This is an optimization exercise on Yosys and OpenROAD, whose aim is small area, a short achievable clock period and few clock cycles per item, not a production implementation.

==> module GCD_full, before the edit <==
module GCD_full
(
input [31:0] x_i,
input [31:0] y_i,
input calculate_new,
input clk,
input rstn,
output [31:0] data_o,
output data_ready_reg
);
localparam W = 33;
reg         busy;     
reg         fin;      
reg         shl;      
reg  [4:0]  k;        
reg  [W-1:0] a, b;
reg  [31:0] res;
reg         use_b;    
reg         inv;      
wire ao  = a[0];
wire bo  = b[0];
wire run = ~fin & ~shl;
wire m_sub  = run & ao & bo;
wire m_both = run & ~ao & ~bo;
wire [W-1:0] bx = (b & {W{use_b}}) ^ {W{inv}};
wire [W-1:0] pg_p = a ^ bx;
wire [W-1:0] pg_g = a & bx;
wire [W-1:0] Gs [0:6];
wire [W-1:0] Ps [0:6];
assign Gs[0] = {pg_g[W-1:1], pg_g[0] | (pg_p[0] & inv)};
assign Ps[0] = pg_p;
genvar i, l;
generate
  for (l = 0; l < 6; l = l + 1) begin : lvl
    for (i = 0; i < W; i = i + 1) begin : bt
      if ((i >> l) & 1) begin : node
        assign Gs[l+1][i] = Gs[l][i] | (Ps[l][i] & Gs[l][((i >> l) << l) - 1]);
        assign Ps[l+1][i] = Ps[l][i] & Ps[l][((i >> l) << l) - 1];
      end else begin : pass
        assign Gs[l+1][i] = Gs[l][i];
        assign Ps[l+1][i] = Ps[l][i];
      end
    end
  end
endgenerate
wire [W-1:0] r = pg_p ^ {Gs[6][W-2:0], inv};
wire rz = &(a[W-1:1] ^ bx[W-1:1]);
wire [1:0] t = m_both ? 2'd0 : r[1] ? 2'd0 : r[2] ? 2'd1 : r[3] ? 2'd2 : 2'd3;
wire [W-1:0] r1 = {r[W-1], r[W-1:1]};
wire [W+2:0] rx = {{3{r[W-1]}}, r1} >> t;
wire [W-1:0] rs = rx[W-1:0];
wire kz    = (k == 5'd0);
wire k31   = (k == 5'd31);
wire done  = busy & ~run & kz;
wire step  = busy & run;
wire start = ~busy & calculate_new;
wire fin_n = step & ((m_sub & rz) | (m_both & k31));
wire shl_n = busy & ~kz & (fin | shl);
reg [W-1:0] a_n, b_n;
always @(*) begin
    if (start)                  a_n = {1'b0, x_i};
    else if (busy & ~run & ~kz) a_n = {r[W-2:0], 1'b0};
    else if (step & ~(ao & ~bo)) a_n = rs;
    else                        a_n = a;
    if (start)                  b_n = {1'b0, y_i};
    else if (step & ~bo)        b_n = {b[W-1], b[W-1:1]};
    else if ((m_sub & (r[W-1] ^ a[W-1])) | (busy & fin)) b_n = a;
    else                        b_n = b;
end
assign data_ready_reg = done;
assign data_o = res;
always @(posedge clk or negedge rstn) begin
    if (!rstn) begin
        busy <= 1'b0;
        fin  <= 1'b0;
        shl  <= 1'b0;
    end else begin
        if (start) busy <= 1'b1;
        else if (done) busy <= 1'b0;
        fin <= fin_n;
        shl <= shl_n;
    end
end
always @(posedge clk) begin
    a <= a_n;
    b <= b_n;
    use_b <= a_n[0] | fin_n;
    inv   <= fin_n ? b_n[W-1] : ~(a_n[W-1] ^ b_n[W-1]);
    if (start) k <= 5'd0;
    else if (busy & ~run & ~kz) k <= k - 5'd1;
    else if (m_both & ~k31 & busy) k <= k + 5'd1;
    if (done) res <= r[31:0];
end
endmodule
make LEC_CHECK=0 CAP_MARGIN=20 CORE_MARGIN=2 CORE_UTILIZATION=40 SLEW_MARGIN=20 finish   # period 3.6 ns
run.sh (not shown) runs the stock make flow with config.mk's settings and CLKGATE_MAP_FILE= SYNTH_SCRIPT=/design/flow/synth_recipe.tcl, a recipe that flattens the netlist after the stock synthesis.
The baseline finished but fails on negative setup slack.
==> next run, changes <==
--- a/flow/design.v
+++ b/flow/design.v
@@ -24,30 +24,10 @@
 wire m_both = run & ~ao & ~bo;
 wire [W-1:0] bx = (b & {W{use_b}}) ^ {W{inv}};
-wire [W-1:0] pg_p = a ^ bx;
-wire [W-1:0] pg_g = a & bx;
-wire [W-1:0] Gs [0:6];
-wire [W-1:0] Ps [0:6];
-assign Gs[0] = {pg_g[W-1:1], pg_g[0] | (pg_p[0] & inv)};
-assign Ps[0] = pg_p;
-genvar i, l;
-generate
-  for (l = 0; l < 6; l = l + 1) begin : lvl
-    for (i = 0; i < W; i = i + 1) begin : bt
-      if ((i >> l) & 1) begin : node
-        assign Gs[l+1][i] = Gs[l][i] | (Ps[l][i] & Gs[l][((i >> l) << l) - 1]);
-        assign Ps[l+1][i] = Ps[l][i] & Ps[l][((i >> l) << l) - 1];
-      end else begin : pass
-        assign Gs[l+1][i] = Gs[l][i];
-        assign Ps[l+1][i] = Ps[l][i];
-      end
-    end
-  end
-endgenerate
-wire [W-1:0] r = pg_p ^ {Gs[6][W-2:0], inv};
+wire [W:0]   rc = {a, 1'b1} + {bx, inv};
+wire [W-1:0] r  = rc[W:1];
 wire rz = &(a[W-1:1] ^ bx[W-1:1]);
 wire [1:0] t = m_both ? 2'd0 : r[1] ? 2'd0 : r[2] ? 2'd1 : r[3] ? 2'd2 : 2'd3;
 wire [W-1:0] r1 = {r[W-1], r[W-1:1]};
-wire [W+2:0] rx = {{3{r[W-1]}}, r1} >> t;
-wire [W-1:0] rs = rx[W-1:0];
+wire [W-1:0] rs = $signed(r1) >>> t;
 wire kz    = (k == 5'd0);
 wire k31   = (k == 5'd31);
What happened: The new run finished with timing, DRC and antenna clean; worst hold slack gets better by 17 ps; non-clock buffer count decreases by 53; count of clock-buffer cells in the layout went up by 3; fmax is higher by a few percent; final area falls by a few percent; final cell count is higher by a few percent; setup slack gets better by 220 ps; sequential share of layout area rises by 0.97 points; synthesized area grows by a few percent; sequential cell count is unchanged.
Function was not checked in any run of this note: the RTL went through the layout flow alone.

what the ideal ports hide:
The results above use ideal ports. As a check the final layouts listed here were re-extracted and re-timed, cells and wires unchanged. Step 1, drivers: a clkbuf_16 drives clk and a buf_2 each remaining input, both assumed. Step 2 adds t to the input delays and takes it off the output delays; t is the mean of the earliest and latest rising clock arrival at the registers after step 1. Input paths then give back, and output paths get back, about the clock's delay inside the block. Slacks: ideal / step 1 / step 2; pairs: ideal / step 1.
run	t, ns	setup slack, ns	worst setup path after step 2	pins driven straight from the clock port
the first run	0.419	-0.096 / -0.096 / -0.096	register to register	1
the second run	0.405	0.121 / 0.121 / 0.121	register to register	1
